Background: an optimization exercise with open tools, aiming at small area. Do not read the settings as production practice.
Where RTL was checked, it was by simulation tests only, not by an equivalence proof against the original.
No functional check of the RTL was part of run 1.
Power is estimated from default activity; no workload was simulated.

===== design.v =====
module physic (
    input wire clk,
    input wire rst_n,
    input wire en,
    input wire p1_move_left, p1_move_right, p1_jump, p1_smash,
    input wire p2_move_left, p2_move_right, p2_jump, p2_smash,
    input wire p1_cover,
    input wire p2_cover,
    output wire [9:0] p1_pos_x, p1_pos_y,
    output wire [9:0] p2_pos_x, p2_pos_y,
    output wire [9:0] ball_pos_x, ball_pos_y,
    output wire p1_is_smash,
    output wire p2_is_smash,
    output wire ball_is_smash,
    output reg game_over,
    output reg [1:0] winner,
    output reg valid
);
    function [1:0] fadd;    
        input a, b, ci;
        fadd = {(a & b) | (ci & (a ^ b)), a ^ b ^ ci};
    endfunction
    function bor;           
        input a, b, bi;
        bor = (~a & b) | (bi & (~a | b));
    endfunction
    wire [19:0] K5145 = 20'd5145;
    wire [19:0] K22528 = 20'd22528;
    reg  [4:0] c;
    wire busy  = |c;
    wire run   = en | busy;
    wire first = ~busy;
    wire last  = (c == 5'd19);
    always @(posedge clk or negedge rst_n)
        if (!rst_n) c <= 5'd0;
        else        c <= (run & ~last) ? {c[4] ^ (&c[3:0]), c[3] ^ (&c[2:0]), c[2] ^ (&c[1:0]), c[1] ^ c[0], ~c[0]} : 5'd0;
    reg [10:0] x1_r;  reg [14:0] y1_r;  reg [10:0] v1_r;  reg a1;
    reg [10:0] x2_r;  reg [14:0] y2_r;  reg [10:0] v2_r;  reg a2;
    reg [19:0] bx_r, by_r, vx_r, vy_r;
    reg [3:0]  cd;
    reg f_x1L, f_x1R, f_x2L, f_x2R, f_ld1, f_ld2;
    reg f_frp, f_frn, f_h1, f_h2, f_hd, f_sd;
    reg f_vyq, f_na, f_nb, f_wl, f_wr, f_fa, f_fb;
    wire f_nbt = ~f_na & f_nb, f_nbl = f_na & ~f_nb, f_nbr = f_na & f_nb;
    wire f_fl = f_fa, f_ce = ~f_fa & f_fb, f_wn = f_fb;
    assign p1_pos_x   = {2'b00, x1_r[10:3]};
    assign p1_pos_y   = {1'b0, y1_r[14:6]};
    assign p2_pos_x   = {2'b00, x2_r[10:3]} + 10'd320;    
    assign p2_pos_y   = {1'b0, y2_r[14:6]};
    assign ball_pos_x = bx_r[15:6];
    assign ball_pos_y = by_r[15:6];
    assign p1_is_smash   = f_h1 & p1_smash;
    assign p2_is_smash   = f_h2 & p2_smash;
    assign ball_is_smash = bsm_x | bsm_y;
    wire wx1 = (c[4] | (c[3] | (c[2] | (c[1] & c[0])))) & ~(c[4] | (c[3] & (c[2] & c[1])));
    wire wy  = ~(c[4] | (c[3] & (c[2] & (c[1] & c[0]))));
    wire wv  = ~(c[4] | (c[3] & (c[2] | c[1])));
    wire ox1 = wx1 & x1_r[0];
    wire ox2 = wx1 & x2_r[0];             
    wire oy1 = wy & y1_r[0];
    wire oy2 = wy & y2_r[0];
    wire ov1 = wv ? v1_r[0] : v1_r[10];
    wire ov2 = wv ? v2_r[0] : v2_r[10];
    wire obx = bx_r[0];
    wire oby = by_r[0];
    wire ovx = vx_r[0];
    wire ovy = vy_r[0];
    wire cdz    = (cd == 4'd0);
    wire hit    = cdz & (f_h1 | f_h2);
    wire hp1    = f_h1;
    wire hd     = f_hd;
    wire sd     = f_sd;
    wire sm     = hp1 ? p1_smash : p2_smash;
    wire air    = hp1 ? a1 : a2;
    wire dirb   = hp1 ? p1_move_right : p2_move_left;
    wire header = hit & hd;
    wire body   = hit & ~hd;
    wire nbs    = f_na;
    wire wall   = f_wl | f_wr;
    wire mvR1 = p1_move_right & f_x1R;
    wire mvL1 = p1_move_left & f_x1L & ~mvR1;
    wire mvR2 = p2_move_right & f_x2R;
    wire mvL2 = p2_move_left & f_x2L & ~mvR2;
    wire js1  = p1_jump & ~a1;
    wire js2  = p2_jump & ~a2;
    wire ld1  = a1 & f_ld1;
    wire ld2  = a2 & f_ld2;
    reg [9:0] acy;
    wire [19:0] M200 = 20'd200, M6400 = 20'd6400, M12800 = 20'd12800, M650 = 20'd650, M25 = 20'd25;
    wire [19:0] M1500 = 20'd1500, M1000 = 20'd1000, M999 = 20'd999, M666 = 20'd666, M320 = 20'd320;
    wire [19:0] M400 = 20'd400, M3 = 20'd3, M100 = 20'd100, M750 = 20'd750;
    wire [19:0] M28160 = 20'd28160, M7680 = 20'd7680, M15166 = 20'd15166, M20674 = 20'd20674;
    wire [19:0] M2 = 20'd2, M35838 = 20'd35838, M7937 = 20'd7937, M1025 = 20'd1025, M24577 = 20'd24577;
    wire [19:0] M15615 = 20'd15615, M3200 = 20'd3200, M1 = 20'd1, M25600 = 20'd25600, M5120 = 20'd5120;
    wire x1m = (game_over & M6400[c]) | (~game_over & (mvR1 | mvL1) & M200[c]);
    wire x1s = ~game_over & ~mvR1 & mvL1;
    wire [1:0] sx1 = fadd(~game_over & ox1, x1s ^ x1m, first ? x1s : acy[0]);
    wire nx1 = sx1[0];
    wire x2m = (game_over & M12800[c]) | (~game_over & (mvR2 | mvL2) & M200[c]);
    wire x2s = ~game_over & ~mvR2 & mvL2;
    wire [1:0] sx2 = fadd(~game_over & ox2, x2s ^ x2m, first ? x2s : acy[1]);
    wire nx2 = sx2[0];
    wire y1set = game_over | ld1;
    wire [1:0] sy1 = fadd(~y1set & oy1,
                          y1set ? K22528[c] : (a1 & ov1),
                          ~first & acy[2]);
    wire ny1 = sy1[0];
    wire v1s = ~y1set & js1;                               
    wire v1m = (v1s & M650[c]) | (~y1set & ~js1 & a1 & M25[c]);
    wire [1:0] sv1 = fadd(~(y1set | js1) & ov1, v1s ^ v1m, first ? v1s : acy[3]);
    wire nv1 = sv1[0];
    wire y2set = game_over | ld2;
    wire [1:0] sy2 = fadd(~y2set & oy2,
                          y2set ? K22528[c] : (a2 & ov2),
                          ~first & acy[4]);
    wire ny2 = sy2[0];
    wire v2s = ~y2set & js2;
    wire v2m = (v2s & M650[c]) | (~y2set & ~js2 & a2 & M25[c]);
    wire [1:0] sv2 = fadd(~(y2set | js2) & ov2, v2s ^ v2m, first ? v2s : acy[5]);
    wire nv2 = sv2[0];
    reg vxA, vxV, vxS;
    reg m1500, m1000, m999, m666, m320, m400, m3;
    always @* begin
        vxA = 1'b0; vxV = 1'b0; vxS = 1'b0;
        {m1500, m1000, m999, m666, m320, m400, m3} = 7'd0;
        if (game_over) ;
        else if (nbs | (~f_fl & wall)) begin vxV = 1'b1; vxS = 1'b1; end
        else if (f_fl) ;
        else if (header & sm) begin
            vxS = ~hp1;
            if (air) begin m1500 = dirb; m1000 = ~dirb; end
            else     begin m999  = dirb; m666  = ~dirb; end
        end
        else if (header) begin vxA = 1'b1; m320 = 1'b1; vxS = ~sd; end
        else if (body)   begin m400 = 1'b1; vxS = ~sd; end
        else if (f_frp)  begin vxA = 1'b1; m3 = 1'b1; vxS = 1'b1; end
        else if (f_frn)  begin vxA = 1'b1; m3 = 1'b1; end
        else vxA = 1'b1;
    end
    wire vxM = (m1500 & M1500[c]) | (m1000 & M1000[c]) | (m999 & M999[c]) | (m666 & M666[c]) |
               (m320 & M320[c]) | (m400 & M400[c]) | (m3 & M3[c]);
    wire [1:0] svx = fadd(vxA & ovx, vxS ^ (vxV ? ovx : vxM), first ? vxS : acy[6]);
    wire nvx = svx[0];
    reg vyA, vyV, vyS;
    reg n25, n100, n999, n666, n750;
    always @* begin
        vyA = 1'b0; vyV = 1'b0; vyS = 1'b0;
        {n25, n100, n999, n666, n750} = 5'd0;
        if (game_over) ;
        else if (f_nbt | f_ce) begin vyV = 1'b1; vyS = 1'b1; end
        else if (f_fl) ;
        else if (header & sm) begin
            if (air) n100 = 1'b1;
            else begin vyS = 1'b1; n999 = dirb; n666 = ~dirb; end
        end
        else if (header) begin
            vyS = 1'b1;
            if (f_vyq) n750 = 1'b1;
            else       vyV = 1'b1;
        end
        else if (body & f_vyq) ;
        else begin vyA = 1'b1; n25 = 1'b1; end
    end
    wire vyM = (n25 & M25[c]) | (n100 & M100[c]) | (n999 & M999[c]) | (n666 & M666[c]) | (n750 & M750[c]);
    wire [1:0] svy = fadd(vyA & ovy, vyS ^ (vyV ? ovy : vyM), first ? vyS : acy[7]);
    wire nvy = svy[0];
    reg [1:0] bxA;    
    reg bxV, bxS;
    reg q28160, q7680, q15166, q20674, q2, q35838, q7937, q1024, q4097, q4864;
    always @* begin
        bxA = 2'd0; bxV = 1'b0; bxS = 1'b0;
        {q28160, q7680, q15166, q20674, q2, q35838, q7937, q1024, q4097, q4864} = 10'd0;
        if (game_over) begin q28160 = (winner == 2'd1); q7680 = (winner != 2'd1); end
        else if (f_nbl) q15166 = 1'b1;
        else if (f_nbr) q20674 = 1'b1;
        else if (f_wl)  q2 = 1'b1;
        else if (f_wr)  q35838 = 1'b1;
        else if (body) begin
            bxA = hp1 ? 2'd2 : 2'd3;
            bxS = hp1 & ~sd;
            if (hp1) begin q7937 = sd; q1024 = ~sd; end
            else     begin q4097 = sd; q4864 = ~sd; end
        end
        else begin bxA = 2'd1; bxV = 1'b1; end
    end
    wire bxM = (q28160 & M28160[c]) | (q7680 & M7680[c]) | (q15166 & M15166[c]) | (q20674 & M20674[c]) |
               (q2 & M2[c]) | (q35838 & M35838[c]) | (q7937 & M7937[c]) | (q1024 & M1025[c]) |
               (q4097 & M24577[c]) | (q4864 & M15615[c]);
    wire abx = (bxA == 2'd1) ? obx : (bxA == 2'd2) ? ox1 : (bxA == 2'd3) ? ox2 : 1'b0;
    wire [1:0] sbx = fadd(abx, bxS ^ (bxV ? ovx : bxM), first ? bxS : acy[8]);
    wire nbx = sbx[0];
    reg [1:0] byA;    
    reg byV, byS;
    reg r3200, r1, r25600;
    always @* begin
        byA = 2'd0; byV = 1'b0; byS = 1'b0;
        {r3200, r1, r25600} = 3'd0;
        if (game_over)  r3200 = 1'b1;
        else if (f_ce)  r1 = 1'b1;
        else if (f_fl)  r25600 = 1'b1;
        else if (header) begin byA = hp1 ? 2'd2 : 2'd3; byS = 1'b1; end
        else begin byA = 2'd1; byV = 1'b1; end
    end
    wire byM = (r3200 & M3200[c]) | (r1 & M1[c]) | (r25600 & M25600[c]) | (byS & M5120[c]);
    wire aby = (byA == 2'd1) ? oby : (byA == 2'd2) ? oy1 : (byA == 2'd3) ? oy2 : 1'b0;
    wire [1:0] sby = fadd(aby, byS ^ (byV ? ovy : byM), first ? byS : acy[9]);
    wire nby = sby[0];
    always @(posedge clk)
        acy <= {sby[1], sbx[1], svy[1], svx[1], sv2[1], sy2[1], sv1[1], sy1[1], sx2[1], sx1[1]};
    reg [2:0] dcy;
    wire [1:0] d13 = fadd(nby, nvy, ~first & dcy[0]);            
    wire [1:0] d14 = fadd(d13[0], K5145[c], ~first & dcy[1]);    
    wire [1:0] d15 = fadd(nbx, nvx, ~first & dcy[2]);            
    wire nyA = d14[0], nxs = d15[0];
    function maj;
        input a, b, ci;
        maj = (a & b) | (ci & (a | b));
    endfunction
    reg [3:0] scy;
    wire e0 = nbx ^ nx1 ^ (~first & scy[0]);       
    wire e1 = nby ^ ny1 ^ (~first & scy[1]);       
    wire e2 = nbx ^ nx2 ^ (~first & scy[2]);       
    wire e3 = nby ^ ny2 ^ (~first & scy[3]);       
    wire e0h = nbx | scy[0], e1h = nby | scy[1], e2h = nbx | scy[2], e3h = nby | scy[3];
    reg [9:0] gq;
    wire [20:0] KM1024 = -21'd1024, K7936 = 21'd7936, K1536 = 21'd1536, KM5120 = -21'd5120;
    wire [20:0] K8192 = 21'd8192, K15616 = 21'd15616, K24576 = 21'd24576, K22016 = 21'd22016;
    wire g0 = (last ? maj(KM1024[20], ~e0h, bor(KM1024[c], e0, gq[0])) : bor(KM1024[c], e0, ~first & gq[0]));    
    wire g1 = (last ? maj(e0h, ~K7936[20], bor(e0, K7936[c], gq[1])) : bor(e0, K7936[c], ~first & gq[1]));     
    wire g2 = (last ? maj(K1536[20], ~e0h, bor(K1536[c], e0, gq[2])) : bor(K1536[c], e0, ~first & gq[2]));     
    wire g3 = (last ? maj(KM5120[20], ~e1h, bor(KM5120[c], e1, gq[3])) : bor(KM5120[c], e1, ~first & gq[3]));    
    wire g4 = (last ? maj(e1h, ~K8192[20], bor(e1, K8192[c], gq[4])) : bor(e1, K8192[c], ~first & gq[4]));     
    wire g5 = (last ? maj(K15616[20], ~e2h, bor(K15616[c], e2, gq[5])) : bor(K15616[c], e2, ~first & gq[5]));    
    wire g6 = (last ? maj(e2h, ~K24576[20], bor(e2, K24576[c], gq[6])) : bor(e2, K24576[c], ~first & gq[6]));    
    wire g7 = (last ? maj(K22016[20], ~e2h, bor(K22016[c], e2, gq[7])) : bor(K22016[c], e2, ~first & gq[7]));    
    wire g8 = (last ? maj(KM5120[20], ~e3h, bor(KM5120[c], e3, gq[8])) : bor(KM5120[c], e3, ~first & gq[8]));    
    wire g9 = (last ? maj(e3h, ~K8192[20], bor(e3, K8192[c], gq[9])) : bor(e3, K8192[c], ~first & gq[9]));     
    reg [2:0] cq;
    wire lst = last;
    wire [19:0] K400 = 20'd400, KM400 = -20'd400, KM512 = -20'd512;
    wire [19:0] K19200 = 20'd19200, K15168 = 20'd15168, K20672 = 20'd20672;
    wire [19:0] K1 = 20'd1, K35839 = 20'd35839, K25600 = 20'd25600, K20480 = 20'd20480;
    wire [19:0] K15360 = 20'd15360, K17920 = 20'd17920;
    wire [19:0] KW5120 = 20'd519168, KW2560 = 20'd521728, KW3840 = 20'd520448;
    wire c15 = (lst ? bor(~(K19200[c]), ~(nyA), cq[3-3]) : bor(K19200[c], nyA, ~first & cq[3-3]));  
    wire c16 = (lst ? bor(~(K15168[c]), ~(nxs), cq[4-3]) : bor(K15168[c], nxs, ~first & cq[4-3]));  
    wire c17 = (lst ? bor(~(nxs), ~(K20672[c]), cq[5-3]) : bor(nxs, K20672[c], ~first & cq[5-3]));  
    wire [19:0] NX = {nbx, bx_r[19:1]};
    wire [19:0] NY = {nby, by_r[19:1]};
    wire [19:0] NVX = {nvx, vx_r[19:1]};
    wire [19:0] NVY = {nvy, vy_r[19:1]};
    wire c12 = ~NVX[19] & (NVX[18] | (NVX[17] | (NVX[16] | (NVX[15] | (NVX[14] | (NVX[13] | (NVX[12] | (NVX[11] | (NVX[10] | (NVX[9] | (NVX[8] & (NVX[7] & (NVX[6] | (NVX[5] | (NVX[4] & (NVX[3] | (NVX[2] | (NVX[1] | NVX[0]))))))))))))))))));     
    wire c13 = NVX[19] & ~(NVX[18] & (NVX[17] & (NVX[16] & (NVX[15] & (NVX[14] & (NVX[13] & (NVX[12] & (NVX[11] & (NVX[10] & (NVX[9] & (NVX[8] | (NVX[7] | (NVX[6] & (NVX[5] & NVX[4]))))))))))))));    
    wire c14 = ~NVY[19] | (NVY[18] & (NVY[17] & (NVY[16] & (NVY[15] & (NVY[14] & (NVY[13] & (NVY[12] & (NVY[11] & (NVY[10] & (NVY[9] & (NVY[8] | (NVY[7] | (NVY[6] | (NVY[5] | (NVY[4] | (NVY[3] | (NVY[2] | (NVY[1] | NVY[0]))))))))))))))))));    
    wire c18 = (NY[19] | ~(NY[18] | (NY[17] | (NY[16] | (NY[15] | (NY[14] | (NY[13] & (NY[12] & (NY[11] & NY[10])))))))));     
    wire c19 = (NX[19] | ~(NX[18] | (NX[17] | (NX[16] | (NX[15] | (NX[14] & (NX[13] | (NX[12] | (NX[11] | (NX[10] & NX[9]))))))))));     
    wire c20 = (~NX[19] & (NX[18] | (NX[17] | (NX[16] | (NX[15] | (NX[14] | (NX[13] | (NX[12] | (NX[11] | (NX[10] | (NX[9] | (NX[8] | (NX[7] | (NX[6] | (NX[5] | (NX[4] | (NX[3] | (NX[2] | NX[1]))))))))))))))))));         
    wire c21 = (NX[19] | ~(NX[18] | (NX[17] | (NX[16] | (NX[15] & (NX[14] | (NX[13] | (NX[12] | (NX[11] & (NX[10] | (NX[9] & (NX[8] & (NX[7] & (NX[6] & (NX[5] & (NX[4] & (NX[3] & (NX[2] & (NX[1] & NX[0])))))))))))))))))));     
    wire c22 = (NY[19] | ~(NY[18] | (NY[17] | (NY[16] | (NY[15] | (NY[14] & (NY[13] & (NY[12] | (NY[11] | NY[10])))))))));     
    wire c23 = (NX[19] | ~(NX[18] | (NX[17] | (NX[16] | (NX[15] | (NX[14] & (NX[13] | NX[12])))))));     
    wire c24 = (~NY[19] & (NY[18] | (NY[17] | (NY[16] | (NY[15] | (NY[14] | (NY[13] | (NY[12] | (NY[11] | (NY[10] | (NY[9] | (NY[8] | (NY[7] | (NY[6] | (NY[5] | (NY[4] | (NY[3] | (NY[2] | (NY[1] | NY[0])))))))))))))))))));         
    wire c25 = (NX[19] | ~(NX[18] & (NX[17] & (NX[16] & (NX[15] & (NX[14] & (NX[13] & (NX[12] | (NX[11] & NX[10])))))))));    
    wire c26 = (NX[19] | ~(NX[18] & (NX[17] & (NX[16] & (NX[15] & (NX[14] & (NX[13] & (NX[12] & (NX[11] | (NX[10] & NX[9]))))))))));    
    wire c27 = (NY[19] | ~(NY[18] & (NY[17] & (NY[16] & (NY[15] & (NY[14] & (NY[13] & (NY[12] | (NY[11] & NY[10])))))))));    
    wire c28 = (NY[19] | ~(NY[18] & (NY[17] & (NY[16] & (NY[15] & (NY[14] & (NY[13] & (NY[12] & (NY[11] | (NY[10] & NY[9]))))))))));    
    wire c29 = (NY[19] | ~(NY[18] & (NY[17] & (NY[16] & (NY[15] & (NY[14] & (NY[13] & (NY[12] & (NY[11] | (NY[10] | (NY[9] | NY[8])))))))))));    
    wire h1a = c25 & g0;            
    wire h1b = g1;                  
    wire h1c = c27 & g3;            
    wire h1d = g4;                  
    wire h2a = c25 & g5;            
    wire h2b = g6;                  
    wire h2c = c27 & g8;
    wire h2d = g9;
    wire net = c15 & c16 & c17;
    wire hit1n = h1a & h1b & h1c & h1d;
    wire hd1n = ~c28 | e1h;         
    wire hd2n = ~c28 | e3h;
    wire sd1n = c26 & g2;           
    wire sd2n = c26 & g7;           
    wire ntop = ~c29 | c18;         
    wire nlft = ~c26 | c19;         
    wire nzx_n = nvx | (|vx_r[19:1]);
    wire nzy_n = nvy | (|vy_r[19:1]);
    wire bsm_x = vx_r[19] ? (vx_r[15] & (|vx_r[14:0]) & ~(vx_r[14] & (vx_r[13] & (vx_r[12] & (vx_r[11] & (vx_r[10] & (vx_r[9] | (vx_r[8] & (vx_r[7] & (vx_r[6] | (vx_r[5] & (vx_r[4] | vx_r[3]))))))))))))
                         : (~vx_r[15] & (vx_r[14] | (vx_r[13] | (vx_r[12] | (vx_r[11] | (vx_r[10] | (vx_r[9] & (vx_r[8] | (vx_r[7] | (vx_r[6] & (vx_r[5] | (vx_r[4] & (vx_r[3] & (vx_r[2] | (vx_r[1] | vx_r[0])))))))))))))));
    wire bsm_y = vy_r[19] ? (vy_r[15] & (|vy_r[14:0]) & ~(vy_r[14] & (vy_r[13] & (vy_r[12] & (vy_r[11] & (vy_r[10] & (vy_r[9] | (vy_r[8] & (vy_r[7] & (vy_r[6] | (vy_r[5] & (vy_r[4] | vy_r[3]))))))))))))
                         : (~vy_r[15] & (vy_r[14] | (vy_r[13] | (vy_r[12] | (vy_r[11] | (vy_r[10] | (vy_r[9] & (vy_r[8] | (vy_r[7] | (vy_r[6] & (vy_r[5] | (vy_r[4] & (vy_r[3] & (vy_r[2] | (vy_r[1] | vy_r[0])))))))))))))));
    always @(posedge clk) begin
        dcy <= {d15[1], d14[1], d13[1]};
        scy <= {bor(nby, ny2, ~first & scy[3]), bor(nbx, nx2, ~first & scy[2]),
                bor(nby, ny1, ~first & scy[1]), bor(nbx, nx1, ~first & scy[0])};
        gq <= {g9, g8, g7, g6, g5, g4, g3, g2, g1, g0};
        cq <= {c17, c16, c15};
    end
    localparam [19:0] R_X1 = 20'd6400, R_Y = 20'd22528, R_X2 = 20'd33280;
    localparam [19:0] R_BX = 20'd7680, R_BY = 20'd3200;
    always @(posedge clk or negedge rst_n) begin
        if (!rst_n) begin
            x1_r <= R_X1[13:3]; y1_r <= R_Y[14:0]; v1_r <= 11'd0; a1 <= 1'b0;
            x2_r <= 11'd1600; y2_r <= R_Y[14:0]; v2_r <= 11'd0; a2 <= 1'b0;
            bx_r <= R_BX; by_r <= R_BY; vx_r <= 20'd0; vy_r <= 20'd0;
            cd <= 4'd0; game_over <= 1'b0; winner <= 2'd0; valid <= 1'b0;
            f_x1L <= 1'b1; f_x1R <= 1'b1; f_x2L <= 1'b1; f_x2R <= 1'b0;
            f_ld1 <= 1'b0; f_ld2 <= 1'b0;
            f_frp <= 1'b0; f_frn <= 1'b0; f_h1 <= 1'b0; f_h2 <= 1'b0;
            f_hd <= 1'b1; f_sd <= 1'b0;
            f_vyq <= 1'b1; f_na <= 1'b0; f_nb <= 1'b0;
            f_wl <= 1'b0; f_wr <= 1'b0; f_fa <= 1'b0; f_fb <= 1'b0;
        end else begin
            valid <= last;
            if (run) begin
                bx_r <= {nbx, bx_r[19:1]};
                by_r <= {nby, by_r[19:1]};
                vx_r <= {nvx, vx_r[19:1]};
                vy_r <= {nvy, vy_r[19:1]};
                if (wx1) x1_r <= {nx1, x1_r[10:1]};
                if (wx1) x2_r <= {nx2, x2_r[10:1]};
                if (wy) begin
                    y1_r <= {ny1, y1_r[14:1]};
                    y2_r <= {ny2, y2_r[14:1]};
                end
                if (wv) begin
                    v1_r[9:0] <= {nv1, v1_r[9:1]};
                    v2_r[9:0] <= {nv2, v2_r[9:1]};
                end
            end
            if (last) begin
                v1_r[10] <= nv1;
                v2_r[10] <= nv2;
                a1 <= ~game_over & (js1 | (a1 & ~f_ld1));
                a2 <= ~game_over & (js2 | (a2 & ~f_ld2));
                cd <= ~cdz ? {cd[3] ^ ~(|cd[2:0]), cd[2] ^ ~(|cd[1:0]), cd[1] ^ ~cd[0], ~cd[0]} : {4{f_h1 | f_h2}};
                game_over <= ~game_over & f_fl;
                winner <= f_fl ? (f_wn ? 2'd2 : 2'd1) : winner;
                f_x1L <= |x1_r;
                f_x1R <= ~(x1_r[10] & x1_r[9]);
                f_x2L <= |x2_r;
                f_x2R <= ~(x2_r[10] & x2_r[9]);
                f_ld1 <= ({nv1, v1_r[9:0]} == 11'd675);
                f_ld2 <= ({nv2, v2_r[9:0]} == 11'd675);
                f_h1  <= hit1n;
                f_h2  <= h2a & h2b & h2c & h2d;
                f_hd  <= hit1n ? hd1n : hd2n;
                f_sd  <= hit1n ? sd1n : sd2n;
                f_frp <= c12;
                f_frn <= c13;
                f_vyq <= (hit1n ? hd1n : hd2n) ? c14 : nvy;
                f_na  <= net & ~ntop & (nlft ? (~nvx & nzx_n) : nvx);
                f_nb  <= net & (ntop ? (~nvy & nzy_n) : ~nlft & nvx);
                f_wl  <= ~c20;
                f_wr  <= ~c21;
                f_fa  <= ~c22;
                f_fb  <= ~c22 ? c23 : ~c24;
            end
        end
    end
endmodule

===== flow/run.sh =====
#!/bin/bash
# Own layout flow: the standard flow (standard.sh, unchanged synthesis and steps), with
# the smallest buffer for the port buffers and clock tree synthesis without dummy loads.
set -euo pipefail
export BUFFER_PORTS_ARGS="-buffer_cell sky130_fd_sc_hd__buf_1"
export CTS_ARGS="-sink_clustering_enable -repair_clock_nets -dont_use_dummy_load -buf_list sky130_fd_sc_hd__clkbuf_4 -sink_clustering_size 10 -sink_clustering_max_diameter 35"
bash standard.sh > standard_flow.log 2>&1

===== standard.sh =====
#!/bin/bash
# synth_recipe.tcl (not shown) runs the flow's synth.tcl, then flattens the netlist and writes it again
# the make line also repeats each setting of config.mk as NAME=value (left out here)
make -C /OpenROAD-flow-scripts/flow DESIGN_CONFIG=/design/flow/config.mk WORK_HOME=/design/flow/orfs CLKGATE_MAP_FILE= SYNTH_SCRIPT=/design/flow/synth_recipe.tcl "${@:-finish}"

===== config.mk =====
export PLATFORM = sky130hd
export DESIGN_NAME = physic
export DESIGN_NICKNAME = physic
export VERILOG_FILES = /design/flow/design.v
export SDC_FILE = /design/flow/constraint.sdc
export NUM_CORES = 4
export LEC_CHECK = 0
export ABC_AREA = 0
export ABC_CLOCK_PERIOD_IN_PS = 100000
export CAP_MARGIN = 20
export CORE_MARGIN = 2
export CORE_UTILIZATION = 60
export PLACE_DENSITY = 0.7
export SLEW_MARGIN = 20

===== constraint.sdc =====
create_clock -name core_clock -period 10.0 [get_ports {clk}]
set_input_delay 2.0000 -clock core_clock [delete_from_list [all_inputs] [get_ports {clk}]]
set_output_delay 2.0000 -clock core_clock [all_outputs]
set_load 0.01 [all_outputs]

==> summary.txt, run 1 <==
Worst setup path
The required time of the critical path is 10.55 ns. The sort of element at the end of the critical path is a register. The library cell contributing the largest single delay on the critical path is sky130_fd_sc_hd__fa_1.

On the worst path, the slowest cell contributes a delay of 0.92 ns. Walking the worst path, the cells encountered are inv_1 > ha_1 > inv_1 > o311a_1 > o41ai_1 > nand2_1 > a31oi_1 > a21bo_2 > fa_1 > inv_1 > fa_1 > a32oi_1 > o22ai_1 > nand4_1 > a21oi_2 > mux2i_1 > mux2_1. STA classifies the critical path startpoint as a register. The reg2reg setup slack is 4.14 ns. Data on the critical path arrives at its endpoint at ~6.4 ns. The worst reg2reg path depth is 17. The top fanout value on the critical path is 10. The category of the most critical setup path is reg -> reg.

The cell that appears most often on the critical path is sky130_fd_sc_hd__inv_1.

CTS
The number of buffers created by CTS is 37. The cell sitting at the root of the clock tree is a sky130_fd_sc_hd__clkbuf_4. The clock input transition at the sequential cells of the worst setup and hold paths is ~0.10 ns. The setup fix buffers added after clock tree synthesis is 0.

The worst-case clock buffer depth is 3. The H-tree was split into 2 levels. TritonCTS built the clock tree.

The post-cts repair resize count is 0. CTS saw approximately 220 sinks. The number of hold buffers added after CTS was 0. The clock reaches the later pin of the worst-skew pair after 0.64 ns.

Floorplan
In this run the count of I/O pins placed on the die edge is 80. The placeable core area is 0.0187 mm^2. After floorplanning, the core was divided into 50 placement rows. Measured along the y axis, the die boundary spans 142 um. The starting density of the core is 0.611. The overall die width is ~140 um.

The full die area is 0.0202 mm^2.

Logic synthesis
sky130_fd_sc_hd__dfrtp_1 takes more of the synthesized area than any other cell. For this run, asynchronously set or reset flops after synthesis account for 0.862. Yosys mapped a number of flops with a built-in enable equal to 0. The most numerous cell in the Yosys netlist is sky130_fd_sc_hd__nand2_1. For this run, the number of Yosys warnings is 1. The post-synthesis instance area is about 0.011 mm^2. The flop and latch count out of synthesis is 218. The top flip-flop cell by instance count after synthesis is sky130_fd_sc_hd__dfrtp_1. Sorting the synthesized cells by how often they occur yields sky130_fd_sc_hd__nand2_1, sky130_fd_sc_hd__dfrtp_1, sky130_fd_sc_hd__mux2_2, sky130_fd_sc_hd__buf_4, sky130_fd_sc_hd__nor2_1. For this run, the register share of the synthesized area comes to 0.467. The area share of the leading cell type in the synthesized netlist is 0.359. By area the synthesized netlist is led by sky130_fd_sc_hd__dfrtp_1, sky130_fd_sc_hd__nand2_1, sky130_fd_sc_hd__mux2_2, sky130_fd_sc_hd__dfstp_2, sky130_fd_sc_hd__dfxtp_1. The mean instance size in the synthesized netlist is 9.26 um^2.

In this run, distinct cell masters in the synthesized netlist total a little under 80. The gate count after technology mapping is 1,234.

Detailed routing
The via total after detailed routing is roughly 8.7k. The sum of met3 wire segment lengths after detailed routing is 1400 um. The routed length on met2 is 11,500 um. After detailed routing, the average wire length per cell comes to between 15 and 20 um. After detailed routing, the wire length on met1 is 11,900 um. After detailed routing, the number of remaining DRC violations is 0. The detailed router used layers up to and including met4. Using the TritonRoute via totals, the vias-per-cell ratio works out to 5.87. The detail route stage leaves a number of antenna-violating nets equal to 0. The first detailed-routing pass ran for 5 iterations. After detailed routing, the total wire length is 25,400 um.

The iteration-0 DRC count of the detailed router is around 670.

Power and ir drop
The switching power as a share of total power is 0.457. The internal portion of the total power is 2.37 mW. Across the VDD grid, the largest voltage drop is 0.000184 V. Of the total power, combinational logic draws 0.509. The static leakage power is 5.37 nW.

In this run the power spent charging and discharging nets is around 2.0 mW. Of the total power, the clock network draws 0.105. The total power is 4.36 mW. The share of total power dissipated in sequential elements is 0.386. In this run the power density over the cells is 374 mW/mm^2.

Finish
Measured on the finished design, the core utilization comes to 0.623. The area growth from synthesis to final layout is 2.02%. The share of final-layout standard cells stronger than drive strength 1 is 0.122. Counting the fill cells in the layout gives 1,685. The flip-flop and latch area is 0.00534 mm^2. The number of nets in the layout is between 1k and 1.5k.

For this run, the number of standard cells in the final layout without fillers is ~1.5k. Summing all multi-input logic gate instances after layout gives 0.00522 mm^2. The finished cells cover 0.0117 mm^2.

Placement
The placed wire-length estimate is ~17,000 um. The placer's final routability congestion estimate is approximately 0.96. The cell count after placement is 1,438.

In this run the cell area measured after placement is 0.0114 mm^2. The port buffer count is 73.

STA
The headroom to the max-slew limit is 0.220. The final hold violation count is 0. At the pin with the least slew margin, the transition time is 1.14 ns. The part of the cycle the worst path needs is 0.586.

The max-slew violation total from the final report came to 0. The top achievable clock speed is 171 MHz. The final critical delay including setup and external delays is 5.86 ns. Setup repair after global routing left no endpoint under its margin.

The final number of setup-violating endpoints is 0. In the final timing run, aggregate negative setup slack is 0 ns. Between clock sinks in the finished design, the worst skew comes to 0.0581 ns.

Global route
The number of global-route vias before repair is 8,223. The maximum number of pins on one net before global-route repair is 89. Across every metal layer, demand over resource in global routing totals 0.258. The first global-routing pass estimated 42,000 um of wire.

The aggregate global routing overflow is 0. The initial antenna violation count was 1.

Min path
The min-delay analysis places its worst path in the category reg -> reg. The worst hold path was traced through 2 stages.

Flow run
Max-cap violations in this run came to 0.

Run status
The flow ran to the end and the layout has no timing, DRC or antenna violations.
## layout by cell type, fill, tap and decap left out, types with 10 or more instances in the layout
cell type,Yosys,final
sky130_fd_sc_hd__nand2_1,331,331
sky130_fd_sc_hd__dfrtp_1,164,164
sky130_fd_sc_hd__buf_1,6,72
sky130_fd_sc_hd__mux2_2,65,65
sky130_fd_sc_hd__nor2_1,61,60
sky130_fd_sc_hd__o21ai_0,49,49
sky130_fd_sc_hd__inv_1,44,44
sky130_fd_sc_hd__a21oi_1,39,39
sky130_fd_sc_hd__clkbuf_4,0,38
sky130_fd_sc_hd__dfxtp_1,30,30
sky130_fd_sc_hd__nor3_1,26,26
sky130_fd_sc_hd__dfstp_2,24,24
sky130_fd_sc_hd__nor4_1,20,20
sky130_fd_sc_hd__fa_1,18,18
sky130_fd_sc_hd__ha_1,17,17
sky130_fd_sc_hd__nand4_1,16,16
sky130_fd_sc_hd__nand3_1,16,16
sky130_fd_sc_hd__mux2i_1,15,15
sky130_fd_sc_hd__a31oi_1,13,13
sky130_fd_sc_hd__buf_4,62,12
sky130_fd_sc_hd__nor2b_1,11,11
sky130_fd_sc_hd__and3_1,10,10
sky130_fd_sc_hd__nand2b_1,10,10
sky130_fd_sc_hd__and2_1,10,10
## cell families (layout without fill, tap and decap cells)
kind of cell | after synthesis | in the layout | share of synthesized area
multiplexers | 86 | 86 | 0.0831
AND/OR/NAND/NOR | 540 | 540 | 0.210
adder cells (fa/ha/maj) | 38 | 38 | 0.0528
other | 1 | 5 | 0.000328
XOR/XNOR | 2 | 2 | 0.00153
flip-flops | 218 | 218 | 0.467
AO/OA/AOI/OAI | 187 | 187 | 0.107
buffers and inverters | 162 | 166 | 0.0782
## per-layer routing
layer | global-route usage | vias up
met2 | 0.389 | 230
li1 | - | 4187
met4 | 0.0853 | 0
met5 | 0 | -
met3 | 0.0404 | 48
met1 | 0.383 | 4200
## metrics by stage
stage | hold WS [ns] | setup WS, ns
after floorplan | 0.438 | 4.56
after global placement | 0.459 | 4.03
after detailed placement | 0.462 | 3.93
after CTS | 0.484 | 4.19
after global routing | 0.508 | 3.88
final | 0.479 | 4.14
## critical path: cells and delay by family (launching register included)
family                     cells  cell delay [ns]
AOI/OAI and AO/OA              7             1.62
adders and majority gates      3             1.89
buffers and inverters          3             0.75
DFF                            1             0.51
muxes                          2             0.77
and+or+nand+nor                2             0.24
## state kept, by name, indices dropped and copies added (netlist names), 2 cells and up
signal / flops
acy: 10
dcy: 3
v2_r: 11
vy_r: 20
x2_r: 11
y2_r: 15
gq: 10
v1_r: 11
winner: 2
y1_r: 15
cd: 4
c: 5
x1_r: 11
scy: 4
bx_r: 20
by_r: 20
cq: 3
vx_r: 20
## worst paths after layout
kind	from	endpoint
max in group asynchronous	rst_n	v1_r[7]
setup / recovery	c[1]	f_vyq
min in group asynchronous	rst_n	bx_r[8]
hold / removal	v2_r[10]	v2_r[10]
hold reg to reg	v2_r[10]	v2_r[10]
setup reg to reg	c[1]	f_vyq
## layout make-up
class,count,share of cell area
multi-input cells,857,0.448
inverters,44,0.0142
well taps,234,0.0251
diodes,1,0.000215
flip-flops and latches,218,0.457
clock buffers,37,0.0238
repair buffers,85,0.0315
## power by group through the flow
stage               combinational [mW]  sequential (mW)  clock, mW
CTS                               2.22             1.68      0.476
floorplan                         1.86             1.56          0
global route                      2.49             1.75      0.512
finish                            2.22             1.68      0.458
global placement                  2.15             1.68          0
detailed placement                2.21             1.70          0
==> inputs of run 2 (changes only) <==
--- a/design.v
+++ b/design.v
@@ -53,3 +53,2 @@
     assign p2_is_smash   = f_h2 & p2_smash;
-    assign ball_is_smash = bsm_x | bsm_y;
     wire wx1 = (c[4] | (c[3] | (c[2] | (c[1] & c[0])))) & ~(c[4] | (c[3] & (c[2] & c[1])));
@@ -121,6 +120,6 @@
     reg vxA, vxV, vxS;
-    reg m1500, m1000, m999, m666, m320, m400, m3;
+    reg u1500, u1000, u999, u666, u320, u400, u3;
     always @* begin
         vxA = 1'b0; vxV = 1'b0; vxS = 1'b0;
-        {m1500, m1000, m999, m666, m320, m400, m3} = 7'd0;
+        {u1500, u1000, u999, u666, u320, u400, u3} = 7'd0;
         if (game_over) ;
@@ -130,13 +129,13 @@
             vxS = ~hp1;
-            if (air) begin m1500 = dirb; m1000 = ~dirb; end
-            else     begin m999  = dirb; m666  = ~dirb; end
+            if (air) begin u1500 = dirb; u1000 = ~dirb; end
+            else     begin u999  = dirb; u666  = ~dirb; end
         end
-        else if (header) begin vxA = 1'b1; m320 = 1'b1; vxS = ~sd; end
-        else if (body)   begin m400 = 1'b1; vxS = ~sd; end
-        else if (f_frp)  begin vxA = 1'b1; m3 = 1'b1; vxS = 1'b1; end
-        else if (f_frn)  begin vxA = 1'b1; m3 = 1'b1; end
+        else if (header) begin vxA = 1'b1; u320 = 1'b1; vxS = ~sd; end
+        else if (body)   begin u400 = 1'b1; vxS = ~sd; end
+        else if (f_frp)  begin vxA = 1'b1; u3 = 1'b1; vxS = 1'b1; end
+        else if (f_frn)  begin vxA = 1'b1; u3 = 1'b1; end
         else vxA = 1'b1;
     end
-    wire vxM = (m1500 & M1500[c]) | (m1000 & M1000[c]) | (m999 & M999[c]) | (m666 & M666[c]) |
-               (m320 & M320[c]) | (m400 & M400[c]) | (m3 & M3[c]);
+    wire vxM = (u1500 & M1500[c]) | (u1000 & M1000[c]) | (u999 & M999[c]) | (u666 & M666[c]) |
+               (u320 & M320[c]) | (u400 & M400[c]) | (u3 & M3[c]);
     wire [1:0] svx = fadd(vxA & ovx, vxS ^ (vxV ? ovx : vxM), first ? vxS : acy[6]);
@@ -239,17 +238,13 @@
     wire lst = last;
-    wire [19:0] K400 = 20'd400, KM400 = -20'd400, KM512 = -20'd512;
     wire [19:0] K19200 = 20'd19200, K15168 = 20'd15168, K20672 = 20'd20672;
-    wire [19:0] K1 = 20'd1, K35839 = 20'd35839, K25600 = 20'd25600, K20480 = 20'd20480;
-    wire [19:0] K15360 = 20'd15360, K17920 = 20'd17920;
-    wire [19:0] KW5120 = 20'd519168, KW2560 = 20'd521728, KW3840 = 20'd520448;
-    wire c15 = (lst ? bor(~(K19200[c]), ~(nyA), cq[3-3]) : bor(K19200[c], nyA, ~first & cq[3-3]));  
-    wire c16 = (lst ? bor(~(K15168[c]), ~(nxs), cq[4-3]) : bor(K15168[c], nxs, ~first & cq[4-3]));  
-    wire c17 = (lst ? bor(~(nxs), ~(K20672[c]), cq[5-3]) : bor(nxs, K20672[c], ~first & cq[5-3]));  
+    wire c15 = (lst ? bor(~(K19200[c]), ~(nyA), cq[0]) : bor(K19200[c], nyA, ~first & cq[0]));  
+    wire c16 = (lst ? bor(~(K15168[c]), ~(nxs), cq[1]) : bor(K15168[c], nxs, ~first & cq[1]));  
+    wire c17 = (lst ? bor(~(nxs), ~(K20672[c]), cq[2]) : bor(nxs, K20672[c], ~first & cq[2]));  
     wire [19:0] NX = {nbx, bx_r[19:1]};
     wire [19:0] NY = {nby, by_r[19:1]};
-    wire [19:0] NVX = {nvx, vx_r[19:1]};
-    wire [19:0] NVY = {nvy, vy_r[19:1]};
-    wire c12 = ~NVX[19] & (NVX[18] | (NVX[17] | (NVX[16] | (NVX[15] | (NVX[14] | (NVX[13] | (NVX[12] | (NVX[11] | (NVX[10] | (NVX[9] | (NVX[8] & (NVX[7] & (NVX[6] | (NVX[5] | (NVX[4] & (NVX[3] | (NVX[2] | (NVX[1] | NVX[0]))))))))))))))))));     
-    wire c13 = NVX[19] & ~(NVX[18] & (NVX[17] & (NVX[16] & (NVX[15] & (NVX[14] & (NVX[13] & (NVX[12] & (NVX[11] & (NVX[10] & (NVX[9] & (NVX[8] | (NVX[7] | (NVX[6] & (NVX[5] & NVX[4]))))))))))))));    
-    wire c14 = ~NVY[19] | (NVY[18] & (NVY[17] & (NVY[16] & (NVY[15] & (NVY[14] & (NVY[13] & (NVY[12] & (NVY[11] & (NVY[10] & (NVY[9] & (NVY[8] | (NVY[7] | (NVY[6] | (NVY[5] | (NVY[4] | (NVY[3] | (NVY[2] | (NVY[1] | NVY[0]))))))))))))))))));    
+    wire [19:0] VXF = {nvx, vx_r[19:1]};
+    wire [19:0] VYF = {nvy, vy_r[19:1]};
+    wire c12 = ~VXF[19] & (VXF[18] | (VXF[17] | (VXF[16] | (VXF[15] | (VXF[14] | (VXF[13] | (VXF[12] | (VXF[11] | (VXF[10] | (VXF[9] | (VXF[8] & (VXF[7] & (VXF[6] | (VXF[5] | (VXF[4] & (VXF[3] | (VXF[2] | (VXF[1] | VXF[0]))))))))))))))))));     
+    wire c13 = VXF[19] & ~(VXF[18] & (VXF[17] & (VXF[16] & (VXF[15] & (VXF[14] & (VXF[13] & (VXF[12] & (VXF[11] & (VXF[10] & (VXF[9] & (VXF[8] | (VXF[7] | (VXF[6] & (VXF[5] & VXF[4]))))))))))))));    
+    wire c14 = ~VYF[19] | (VYF[18] & (VYF[17] & (VYF[16] & (VYF[15] & (VYF[14] & (VYF[13] & (VYF[12] & (VYF[11] & (VYF[10] & (VYF[9] & (VYF[8] | (VYF[7] | (VYF[6] | (VYF[5] | (VYF[4] | (VYF[3] | (VYF[2] | (VYF[1] | VYF[0]))))))))))))))))));    
     wire c18 = (NY[19] | ~(NY[18] | (NY[17] | (NY[16] | (NY[15] | (NY[14] | (NY[13] & (NY[12] & (NY[11] & NY[10])))))))));     
@@ -288,2 +283,3 @@
                          : (~vy_r[15] & (vy_r[14] | (vy_r[13] | (vy_r[12] | (vy_r[11] | (vy_r[10] | (vy_r[9] & (vy_r[8] | (vy_r[7] | (vy_r[6] & (vy_r[5] | (vy_r[4] & (vy_r[3] & (vy_r[2] | (vy_r[1] | vy_r[0])))))))))))))));
+    assign ball_is_smash = bsm_x | bsm_y;
     always @(posedge clk) begin
@@ -295,3 +291,3 @@
     end
-    localparam [19:0] R_X1 = 20'd6400, R_Y = 20'd22528, R_X2 = 20'd33280;
+    localparam [19:0] R_X1 = 20'd6400, R_Y = 20'd22528;
     localparam [19:0] R_BX = 20'd7680, R_BY = 20'd3200;
==> run 2 against run 1 <==
Against the previous run: combinational power fell by 4%; first-iteration DRC count fell by 10%; worst setup slack improved by 0.12 ns; utilization rose by 0.21 points; count of clock-buffer cells in the layout rose by 2; flip-flop and latch count did not move; final cell count fell by 0.95%; maximum frequency rose by 2.1%; non-clock buffer count fell by 1; via count fell by 1.7%; synthesized cell count fell by 1.7%; sequential power rose by 2%; critical endpoint unchanged; highest routed layer unchanged.
==> summary.txt, run 2 <==
Placement
The total placed instance area is 0.0113 mm^2. The port buffer count is 73. After legalization and detailed placement, the total HPWL measured 16,000 um. Including well taps, the total number of placed cells is around 1.4k. At the end of routability-driven placement, the weighted congestion stood at 0.950.

Worst setup path
For the worst setup path, the data required time is between 10 and 15 ns. The signal on the critical path passes through clkinv_1 > ha_1 > nor3_1 > o41a_1 > o22ai_1 > mux2i_1 > fa_1 > inv_1 > fa_1 > a32oi_1 > o22ai_1 > and3_1 > and3_4 > mux2i_2 > mux2i_1. The signal arrival time at the worst endpoint is 6.29 ns.

The top fanout value on the critical path is 32. The kind of launch point of the worst setup path is a register. On the worst path, the slowest cell contributes a delay of 0.97 ns. The library cell contributing the largest single delay on the critical path is sky130_fd_sc_hd__dfrtp_1. The category of the most critical setup path is reg -> reg. The sort of element at the end of the critical path is a register.

Finish
In the layout the commonest cells are sky130_fd_sc_hd__nand2_1, sky130_fd_sc_hd__dfrtp_1, sky130_fd_sc_hd__buf_1, sky130_fd_sc_hd__mux2_2, sky130_fd_sc_hd__nor2_1. The number of fill cells in the layout is 1,636. In the final layout, the share of cells above drive strength 1 is 0.127. The area growth from synthesis to final layout is 2.91%. The library cell used most frequently in the layout, excluding fill and tap cells, is sky130_fd_sc_hd__nand2_1. The non-filler instance count after layout is 1,462. The post-route cell area is 0.0117 mm^2. The number of nets in the layout is 1,277.

Power and ir drop
The analysis attributes to cell leakage a power of 5.39 nW. Power spread over the standard cell area amounts to 371 mW/mm^2. The design draws 4.33 mW. VDD sags by at most 0.000160 V.

Detailed routing
Before antenna repair, the detailed router went through 5 iterations. The detail-routed via count per cell is 5.83. The sum of routed wire length over all layers is 24,100 um.

Summing over every cut layer, the via total after detailed routing is between 8k and 9k. The detailed-route DRC error count is 0. The number of nets still failing antenna checks after routing is 0. The iteration-0 DRC count of the detailed router is 598. Dividing the detail-routed wire length by the instance count gives 16.5 um.

Run status
The flow ran to the end and the layout has no timing, DRC or antenna violations.

Logic synthesis
The commonest cells after synthesis are sky130_fd_sc_hd__nand2_1, sky130_fd_sc_hd__dfrtp_1, sky130_fd_sc_hd__mux2_2, sky130_fd_sc_hd__buf_4, sky130_fd_sc_hd__nor2_1. Of the post-synthesis cell area, the dominant cell type holds 0.362. The cell area that synthesis handed to floorplanning was 0.0113 mm^2. The number of different library cells used by synthesis comes to 81. Summed over all instances, the cell type with the most area after synthesis is sky130_fd_sc_hd__dfrtp_1. After synthesis, the mean cell area works out to 9.34 um^2. For this run, the register share of the synthesized area comes to 0.471.

The share of synthesized cell area in full adder, half adder and majority cells is 0.0532. The gate count after technology mapping is about 1.2k. Measured against the total synthesized area, the mux share comes to 0.0868. Of the total synthesized cell area, the portion taken by AND, OR, NAND and NOR gates is 0.205.

The flop and latch count out of synthesis is 218. The top flip-flop cell by instance count after synthesis is sky130_fd_sc_hd__dfrtp_1. The count of yosys warnings during synthesis is 1. By area the synthesized netlist is led by sky130_fd_sc_hd__dfrtp_1, sky130_fd_sc_hd__nand2_1, sky130_fd_sc_hd__mux2_2, sky130_fd_sc_hd__dfstp_2, sky130_fd_sc_hd__dfxtp_1. The number of synthesized flops with an enable pin is 0.

The main combinational cell family by area after synthesis is simple AND/OR/NAND/NOR gates. For this run, asynchronously set or reset flops after synthesis account for 0.862. The share of the synthesized area in compound gates (AO/OA/AOI/OAI) is 0.107. The post-synthesis xor/xnor area fraction is 0.00232. The most common cell in the synthesized netlist is sky130_fd_sc_hd__nand2_1.

CTS
The cell at the root of the clock tree is sky130_fd_sc_hd__clkbuf_4. Buffers inserted during clock tree synthesis total 39. After clock tree synthesis, the setup repair step added 0 buffers.

The number of H-tree branching levels is 2. For this design, the sink count on the clock tree is 218. After clock tree synthesis, the clock-pin slew on the worst setup and hold paths is about 0.090 ns. The later pin in the worst-skew pair is clocked with a latency of 0.63 ns.

The TritonCTS clock tree is done. The clock passes through at most 3 buffers. The post-cts repair resize count is 0.

For this design, the CTS-stage hold fixing added 0 buffers.

Floorplan
For this configuration, the core starts out at a cell density of 0.608. Pin placement for this block handled 80 I/O pins. Measured along the x axis, the die boundary spans 141 um. From bottom edge to top edge, the die measures roughly 140 um. The initialized floorplan defines 50 standard-cell rows.

The full die area is roughly 0.020 mm^2. The core region is 0.0186 mm^2.

STA
For this run, the top clock speed supported by timing is 174 MHz. The final number of setup-violating endpoints is 0. Of the available clock period, the critical path in the final layout requires 0.574. The total negative slack for setup checks is 0 ns. Clock skew on the completed layout was measured at 0.0560 ns. Setup repair after global routing left no endpoint under its margin. The max-slew violation total from the final report is 0. The final hold violation count is 0. The routed design could run at a clock period as short as 5.74 ns.

Headroom to the max-slew limit came out at 0.301. At the pin with the least slew margin, the transition time is around 1.0 ns.

Global route
The first global-routing pass estimated 40,400 um of wire. For this run, the total global-route usage over all layers was measured as 0.248. Entering global routing, the biggest net connects 189 pins.

The initial antenna violation count is 1. The number of global-route vias before repair is 8,070. Global routing finished with a remaining overflow of 0.

Min path
The path class of the tightest hold or removal check is reg -> reg.

Flow run
Across the run, the number of max-cap violations was 0.
-- run 2: changes by cell type after synthesis, moves of 5 or more --
| cell | change |
|---|---|
| sky130_fd_sc_hd__nor3_1 | -6 |
| sky130_fd_sc_hd__mux2_1 | -5 |
| sky130_fd_sc_hd__mux2_2 | +5 |
| sky130_fd_sc_hd__nand4_1 | -5 |
| sky130_fd_sc_hd__buf_6 | -5 |
| sky130_fd_sc_hd__buf_2 | +5 |
-- run 2: report_power, final --
| group | leakage [nW] | switching [mW] | internal, mW |
|---|---|---|---|
| Combinational | 2.65 | 1.23 | 0.904 |
| Sequential | 2.56 | 0.422 | 1.30 |
| Clock | 0.179 | 0.288 | 0.179 |
-- run 2: worst paths after layout --
check,depth (start not counted),slack (ns),end,start
setup / recovery,15,4.26,f_vyq,c[2]
hold / removal,2,0.47,by_r[7],by_r[7]
setup reg to reg,15,4.26,f_vyq,c[2]
hold reg to reg,2,0.47,by_r[7],by_r[7]
max in group asynchronous,3,7.70,f_x2L,rst_n
min in group asynchronous,2,1.45,bx_r[8],rst_n
-- run 2: routing by layer --
metal  vias up  routed length, um  GRT usage  share of wire
met5         -                  0          0              0
met2       206              10900      0.373           0.45
li1       4139                  -          -              -
met3        45               1180     0.0459          0.049
met4         0                641     0.0821          0.027
met1      4131              11400      0.366           0.47
-- run 2: cells by family (layout without fill, tap and decap cells) --
kind of cell / after synthesis / count (layout)
buf+inv: 157 / 168
other cells: 1 / 5
compound gates: 183 / 183
simple gates: 524 / 524
xor+xnor: 3 / 3
flops: 218 / 218
mux: 89 / 89
fa+ha+maj: 38 / 38
-- run 2: cell type report --
cell class	count	area, um^2	share of cell area
clock buffer	39	293	0.0251
tap	234	293	0.0251
sequential	218	5340	0.457
timing repair buffer	84	393	0.0337
inverter	45	169	0.0145
multi-input combinational	841	5180	0.444
antenna	1	2.50	0.000215
-- run 2: worst max-delay path: cells and delay by family (launching register included) --
kind	cells	cell delay (ns)
simple gates	3	0.43
flops	1	0.97
mux	3	0.73
buf+inv	2	0.87
compound gates	4	0.79
fa+ha+maj	3	1.90
-- run 2: through the flow --
step / hold WS [ns] / utilization / setup WS [ns]
6_report: 0.474 / 0.626 / 4.26
5_1_grt: 0.500 / 0.626 / 3.79
4_1_cts: 0.473 / 0.624 / 4.27
3_5_place_dp: 0.461 / 0.608 / 4.19
3_3_place_gp: 0.456 / 0.608 / 4.23
2_1_floorplan: 0.438 / - / 4.75
==> inputs of run 3 (changes only) <==
--- a/config.mk
+++ b/config.mk
@@ -9,3 +9,3 @@
 export ABC_CLOCK_PERIOD_IN_PS = 100000
-export CAP_MARGIN = 20
+export CAP_MARGIN = 0
 export CORE_MARGIN = 2
@@ -13,2 +13,2 @@
 export PLACE_DENSITY = 0.7
-export SLEW_MARGIN = 20
+export SLEW_MARGIN = 0
==> run 3 against run 2 <==
Against the previous run: still clean; utilization is 0.15 points lower; combinational power hardly changed; first-iteration DRC count is 9.0% lower; register-to-register slack worse by 0.04 ns; highest routed layer unchanged; worst hold slack hardly changed; global-route usage stayed put; flip-flop and latch count stayed put; routed wire length is 0.19% lower.
==> summary.txt, run 3 <==
STA
Hold timing on the final database bottoms out at a slack of 0.474 ns. After layout, the worst setup slack is ~4.2 ns. At the pin with the least slew margin, the transition time is 1.17 ns.

The total negative slack for setup checks is 0 ns. Setup violations remaining at the end of the flow were counted as 0. Clock skew on the completed layout was measured at 0.0574 ns. Setup repair after global routing left no endpoint under its margin. Dividing the final minimum period by the clock period gives 0.578. After layout, the minimum clock period comes to 5.78 ns.

The final hold violation count was 0. The top achievable clock speed is roughly 170 MHz. The headroom to the max-slew limit is 0.221.

The max-slew violation total from the final report is 0.

Detailed routing
The detailed-route DRC error count is 0. The sum of routed wire length over all layers is 24,100 um. The pre-antenna-repair detailed-routing pass consisted of 5 iterations. After detailed routing, the number of vias per cell comes to 5.83.

The detailed router finished its first iteration with 544 violations. Detailed routing inserted a total of about 8.5k vias. After detailed routing, the average wire length per cell comes to 16.5 um. The detail route stage leaves a number of antenna-violating nets equal to 0.

Global route
The global routing usage on met1 is 0.366. The initial antenna violation count is 1. The highest-utilization routing layer at the global route stage is met2. The number of global-route vias before repair is 8,070. For met2 alone, demand over resource in global routing was 0.373.

The met3 layer usage reported by global route is 0.0459. Across every metal layer, demand over resource in global routing totals 0.248. The maximum number of pins on one net before global-route repair is between 150 and 200. The global-route wire length before repair is a little over 40,000 um.

The aggregate global routing overflow is 0.

Logic synthesis
The top flip-flop cell by instance count after synthesis is sky130_fd_sc_hd__dfrtp_1. sky130_fd_sc_hd__nand2_1 is the most common cell in the netlist. The number of synthesized flops with an enable pin is 0. Yosys attributes the largest share of cell area to sky130_fd_sc_hd__dfrtp_1, sky130_fd_sc_hd__nand2_1, sky130_fd_sc_hd__mux2_2, sky130_fd_sc_hd__dfstp_2, sky130_fd_sc_hd__dfxtp_1. The biggest area contributor in the post-synthesis netlist is sky130_fd_sc_hd__dfrtp_1. A synthesized cell averages 9.34 um^2. In this run, distinct cell masters in the synthesized netlist total 81.

In the synthesized netlist, the cells that appear most often are sky130_fd_sc_hd__nand2_1, sky130_fd_sc_hd__dfrtp_1, sky130_fd_sc_hd__mux2_2, sky130_fd_sc_hd__buf_4, sky130_fd_sc_hd__nor2_1. Counting every instance in the synthesized netlist gives 1,213. Counting flops with an async set or reset pin after synthesis yields a share of 0.862.

Counting flops and latches in the post-synthesis netlist gives 218. The share of synthesized area in the top cell type comes to 0.362. Summing every instance area after synthesis gives 0.0113 mm^2. The share of the Yosys chip area taken by registers is 0.471. The count of yosys warnings during synthesis is 1.

Placement
The placer's final routability congestion estimate is 0.950. Port buffering added 73 buffers. The placed wire-length estimate is 16,000 um. The pre-CTS worst setup slack is between 4 and 5 ns.

CTS
After clock tree synthesis, the clock-pin slew on the worst setup and hold paths is about 0.070 ns. The cell at the root of the clock tree is sky130_fd_sc_hd__clkbuf_4. The clock passes through at most 3 buffers. The setup fix buffers added after clock tree synthesis is 0. The number of H-tree branching levels is 2. The count of hold buffers inserted by post-cts repair is 0. For this design, the sink count on the clock tree is 218. The number of buffers created by CTS is 39. The clock reaches the later pin of the worst-skew pair after 0.63 ns. TritonCTS built the clock tree.

The post-cts repair resize count is 0.

Worst setup path
The sort of element at the end of the critical path is a register. The signal arrival time at the worst endpoint is 6.32 ns. The required time of the critical path is 10.54 ns. The worst setup path is launched from a register. The top fanout value on the critical path is 32. By startpoint and endpoint, the worst setup path is classified as reg -> reg.

Finish
The area growth from synthesis to final layout is 2.67%. The share of final-layout standard cells stronger than drive strength 1 is 0.126. The flip-flop and latch area is 0.00534 mm^2. For this run, the post-layout net count is 1,276.

The multi-input combinational cells in the finished layout cover a total of between 0.005 and 0.006 mm^2. In the layout the commonest cells are sky130_fd_sc_hd__nand2_1, sky130_fd_sc_hd__dfrtp_1, sky130_fd_sc_hd__buf_1, sky130_fd_sc_hd__mux2_2, sky130_fd_sc_hd__nor2_1. The number of fill cells in the layout is 1,639. The most common cell after layout, fill and taps aside is sky130_fd_sc_hd__nand2_1.

Run status
The flow ran to the end and the layout has no timing, DRC or antenna violations.

Floorplan
In this run the vertical extent of the chip is 141 um. The full die area is roughly 0.02 mm^2. After floorplanning, the core was divided into 50 placement rows. For this configuration, the core starts out at a cell density of 0.608. The overall die width is 141 um. The placeable core area is 0.0186 mm^2. During I/O placement, the number of pins put on the boundary was 80.

Min path
The class of the most critical hold timing path is reg -> reg.

Flow run
The max-cap violation count is 0.

Power and ir drop
Across the VDD grid, the largest voltage drop is 0.000160 V. Summed over all cells, the static leakage comes to 5.38 nW. The power density over the cells is roughly 370 mW/mm^2.
-- run 3: logic make-up (layout without fill, tap and decap cells) --
| family | count (synthesis) | in the layout | share of synthesized area |
|---|---|---|---|
| flip-flops | 218 | 218 | 0.471 |
| adder cells (fa/ha/maj) | 38 | 38 | 0.0532 |
| XOR/XNOR | 3 | 3 | 0.00232 |
| multiplexers | 89 | 89 | 0.0868 |
| other | 1 | 5 | 0.000331 |
| AND/OR/NAND/NOR | 524 | 524 | 0.205 |
| AO/OA/AOI/OAI | 183 | 183 | 0.107 |
| buffers and inverters | 157 | 167 | 0.0738 |
-- run 3: worst paths after layout --
path                       startpoint  endpoint  cells past startpoint  slack (ns)
setup / recovery                 c[2]      f_nb                     16        4.22
hold / removal                by_r[7]   by_r[7]                      2        0.47
setup reg to reg                 c[2]      f_nb                     16        4.22
hold reg to reg               by_r[7]   by_r[7]                      2        0.47
max in group asynchronous       rst_n     valid                      2        7.52
min in group asynchronous       rst_n   bx_r[8]                      2        1.51
-- run 3: metrics by stage --
step / instance area [um^2] / power [mW] / cells / utilization
CTS: 11600 / 4.35 / 1460 / 0.624
floorplan: 11300 / 3.39 / 1216 / -
finish: 11600 / 4.33 / 1461 / 0.624
global route: 11600 / 4.74 / 1461 / 0.624
global placement: 11300 / 3.81 / 1421 / 0.608
detailed placement: 11300 / 3.87 / 1421 / 0.608
-- run 3: power by group --
| group | switching [mW] | total (mW) | internal (mW) | leakage [nW] |
|---|---|---|---|---|
| clock network | 0.288 | 0.467 | 0.179 | 0.179 |
| registers | 0.422 | 1.72 | 1.30 | 2.56 |
| logic | 1.23 | 2.14 | 0.904 | 2.64 |
-- run 3: final cells by class --
type / count / area share
Tap cell: 234 / 0.0252
Multi-Input combinational cell: 841 / 0.445
Sequential cell: 218 / 0.459
Inverter: 45 / 0.0145
Clock buffer: 39 / 0.0252
Antenna cell: 1 / 0.000215
Timing Repair Buffer: 83 / 0.0314
-- run 3: critical path, cell delays in order (launching register included) --
cell and delay, ns:
sky130_fd_sc_hd__dfrtp_1 0.98, sky130_fd_sc_hd__clkinv_1 0.64, sky130_fd_sc_hd__ha_1 0.44, sky130_fd_sc_hd__inv_1 0.10, sky130_fd_sc_hd__a21oi_1 0.18, sky130_fd_sc_hd__o311a_1 0.21
sky130_fd_sc_hd__o2111ai_1 0.21, sky130_fd_sc_hd__o211ai_1 0.17, sky130_fd_sc_hd__or4b_1 0.50, sky130_fd_sc_hd__and3_1 0.18, sky130_fd_sc_hd__fa_1 0.64, sky130_fd_sc_hd__inv_1 0.13
sky130_fd_sc_hd__fa_1 0.56, sky130_fd_sc_hd__inv_1 0.07, sky130_fd_sc_hd__o32ai_1 0.32, sky130_fd_sc_hd__nand3_1 0.20, sky130_fd_sc_hd__o21ai_0 0.19
-- run 3: per-layer routing --
metal / part of all wire / vias up
met5: 0 / -
met4: 0.025 / 0
met3: 0.052 / 44
met2: 0.45 / 213
met1: 0.47 / 4127
li1: - / 4131
==> inputs of run 4 (changes only) <==
==> flow/run.sh (replaced) <==
#!/bin/bash
# Own layout flow: the standard flow (standard.sh, unchanged synthesis and steps), with
# the smallest buffer for the port buffers and clock tree synthesis without dummy loads.
set -euo pipefail
export BUFFER_PORTS_ARGS="-buffer_cell sky130_fd_sc_hd__buf_1"
export CTS_ARGS="-sink_clustering_enable -repair_clock_nets -dont_use_dummy_load -buf_list sky130_fd_sc_hd__clkbuf_4 -root_buf sky130_fd_sc_hd__clkbuf_4 -tree_buf sky130_fd_sc_hd__clkbuf_2 -sink_clustering_size 10 -sink_clustering_max_diameter 35"
bash standard.sh > standard_flow.log 2>&1
==> run 4 against run 3 <==
Against the previous run: via count did not move; worst hold slack did not move; worst setup slack did not move; clock skew did not move; highest routed layer unchanged.
==> summary.txt, run 4 <==
CTS
Once the clock tree was built, the setup fixing pass inserted 0 buffers. The number of clock buffers added by TritonCTS is 39. The TritonCTS clock tree is done. The clock input transition at the sequential cells of the worst setup and hold paths is ~0.070 ns.

The clock latency on the worst-skew pair is 0.63 ns. Hold repair after CTS inserted 0 buffers. The worst-case clock buffer depth is 3. For this design, the sink count on the clock tree is 218. Gates resized during post-CTS repair numbered 0. The cell at the root of the clock tree is sky130_fd_sc_hd__clkbuf_4.

STA
The top achievable clock speed is 173 MHz. After layout, the minimum clock period comes to 5.78 ns. The final hold violation count is 0. The max-slew violation total from the final report is 0.

At the pin with the least slew margin, the transition time is ~1.2 ns. Across the routed clock network, the largest skew measured is 0.0574 ns. Setup repair after global routing left no endpoint under its margin. Setup total negative slack on the finished layout was measured at 0 ns. Setup violations remaining at the end of the flow were counted as 0.

Logic synthesis
In this run the mean area of a mapped cell was 9.34 um^2. The number of synthesized flops with an enable pin is 0. Ranked by instance count, the synthesized netlist is headed by sky130_fd_sc_hd__nand2_1, sky130_fd_sc_hd__dfrtp_1, sky130_fd_sc_hd__mux2_2, sky130_fd_sc_hd__buf_4, sky130_fd_sc_hd__nor2_1. The gate count after technology mapping is 1,213. The area share of the leading cell type in the synthesized netlist is 0.362. The most numerous cell in the Yosys netlist is sky130_fd_sc_hd__nand2_1. For this run, the leading register cell type out of synthesis is sky130_fd_sc_hd__dfrtp_1. The flop and latch count out of synthesis is 218. For this run, the register share of the synthesized area comes to 0.471. Ranked by total cell area, the synthesized netlist is headed by sky130_fd_sc_hd__dfrtp_1, sky130_fd_sc_hd__nand2_1, sky130_fd_sc_hd__mux2_2, sky130_fd_sc_hd__dfstp_2, sky130_fd_sc_hd__dfxtp_1. The post-synthesis instance area is between 0.01 and 0.015 mm^2.

Finish
The most common cell after layout, fill and taps aside is sky130_fd_sc_hd__nand2_1. The area growth from synthesis to final layout is 2.67%. The filler cells instantiated in the layout total 1,639. In the layout the commonest cells are sky130_fd_sc_hd__nand2_1, sky130_fd_sc_hd__dfrtp_1, sky130_fd_sc_hd__buf_1, sky130_fd_sc_hd__mux2_2, sky130_fd_sc_hd__nor2_1.

The flip-flop and latch area is 0.00534 mm^2. The net count of the finished layout is 1,276. In the final layout, the share of cells above drive strength 1 is 0.126.

Floorplan
The starting density of the core is 0.608. The number of I/O pins is 80. The placeable core area is roughly 0.019 mm^2. The chip height is ~140 um. The die covers ~0.02 mm^2.

Power and ir drop
IR analysis of the VDD net gives a maximum drop of 0.000160 V. The static leakage power is 5.38 nW. The total power is 4.33 mW. The power density over the cells is 372 mW/mm^2.

Detailed routing
Wires add up to 24,100 um. The via total after detailed routing is 8,515. The detailed-route DRC error count is 0. The iteration-0 DRC count of the detailed router is 544. The pre-antenna-repair detailed-routing pass consisted of 5 iterations. After detailed routing, the average wire length per cell comes to approximately 16 um.

Worst setup path
The reg2reg setup slack is around 4.2 ns. STA puts the critical path data arrival time at 6.32 ns. At the worst endpoint, the required time is 10.54 ns. The worst setup path is launched from a register. The top fanout value on the critical path is 32.

The sort of element at the end of the critical path is a register. The worst setup path is of the reg -> reg kind.

Flow run
Max-cap violations in this run came to 0.

Global route
The aggregate global routing overflow is 0. The overall routing resource usage is 0.248. Entering global routing, the biggest net connects around 190 pins. The first global-routing pass estimated 40,400 um of wire. The number of global-route vias before repair is about 8.1k.

Placement
Once placement completed, the tool counted placed cells totaling 1,421. Input and output buffers added on the ports amount to 73. The placer's final routability congestion estimate is 0.950. Once detailed placement completed, the half-perimeter wirelength came to 16,000 um. Before CTS, the worst setup slack after placement is 4.19 ns.

Run status
The run finished with no timing, DRC or antenna violations.
==> run 4: power breakdown <==
part / internal, mW / switching (mW) / leakage [nW] / total (mW)
logic: 0.904 / 1.23 / 2.64 / 2.14
clock network: 0.179 / 0.288 / 0.179 / 0.467
registers: 1.30 / 0.422 / 2.56 / 1.72
==> run 4: final cells by class <==
type,count,share of cell area
multi-input cells,841,0.445
clock buffers,39,0.0252
flip-flops and latches,218,0.459
inverters,45,0.0145
well taps,234,0.0252
diodes,1,0.000215
repair buffers,83,0.0314
==> run 4: worst max-delay path: stages (launching register included) <==
cell and delay, ns:
sky130_fd_sc_hd__dfrtp_1 0.98, sky130_fd_sc_hd__clkinv_1 0.64, sky130_fd_sc_hd__ha_1 0.44, sky130_fd_sc_hd__inv_1 0.10, sky130_fd_sc_hd__a21oi_1 0.18, sky130_fd_sc_hd__o311a_1 0.21
sky130_fd_sc_hd__o2111ai_1 0.21, sky130_fd_sc_hd__o211ai_1 0.17, sky130_fd_sc_hd__or4b_1 0.50, sky130_fd_sc_hd__and3_1 0.18, sky130_fd_sc_hd__fa_1 0.64, sky130_fd_sc_hd__inv_1 0.13
sky130_fd_sc_hd__fa_1 0.56, sky130_fd_sc_hd__inv_1 0.07, sky130_fd_sc_hd__o32ai_1 0.32, sky130_fd_sc_hd__nand3_1 0.20, sky130_fd_sc_hd__o21ai_0 0.19
==> run 4: final timing paths <==
| kind | endpoint | from | depth (start not counted) |
|---|---|---|---|
| worst max-delay path | f_nb | c[2] | 16 |
| max in group asynchronous | valid | rst_n | 2 |
| worst max register to register | f_nb | c[2] | 16 |
| min in group asynchronous | bx_r[8] | rst_n | 2 |
| worst min register to register | by_r[7] | by_r[7] | 2 |
| worst min-delay path | by_r[7] | by_r[7] | 2 |
==> run 4: per-stage QoR <==
stage	area (um^2)	utilization	hold WS, ns
global placement	11300	0.608	0.456
floorplan	11300	-	0.438
finish	11600	0.624	0.474
CTS	11600	0.624	0.473
global route	11600	0.624	0.500
detailed placement	11300	0.608	0.461
==> run 4: cells by family (layout without fill, tap and decap cells) <==
logic type               count (synthesis)  count (layout)  share of synthesized area
AND/OR/NAND/NOR                        524             524                      0.205
flip-flops                             218             218                      0.471
AO/OA/AOI/OAI                          183             183                      0.107
buffers and inverters                  157             167                     0.0738
multiplexers                            89              89                     0.0868
adder cells (fa/ha/maj)                 38              38                     0.0532
XOR/XNOR                                 3               3                    0.00232
other                                    1               5                   0.000331
==> run 4: metal layers <==
metal / wire length [um] / global-route usage
met2: 10800 / 0.373
met1: 11400 / 0.366
met3: 1240 / 0.0459
met5: 0 / 0
met4: 607 / 0.0821

-- separate check: timing with driven ports --
No port has a modelled driver above. Below, the same layouts with a new extraction and two added sets of constraints. Step 1: set_driving_cell puts a clkbuf_16 on clk and a buf_2 on each other input, an assumption about the parent block. Step 2 times the ports against the registers' clock, not the clock port: input delays grow and output delays shrink by t, the midpoint of the rising clock arrivals with the driver on. Three values: ideal ports, drivers, drivers and shift; two values: the first two.
run | t, ns | setup slack, ns
run 1 | 0.647 | 4.138 / 4.138 / 3.859
run 2 | 0.644 | 4.261 / 4.261 / 4.149
run 3 | 0.643 | 4.224 / 4.224 / 4.130
run 4 | 0.643 | 4.224 / 4.224 / 4.130
After both steps setup and hold are still met in every run listed.
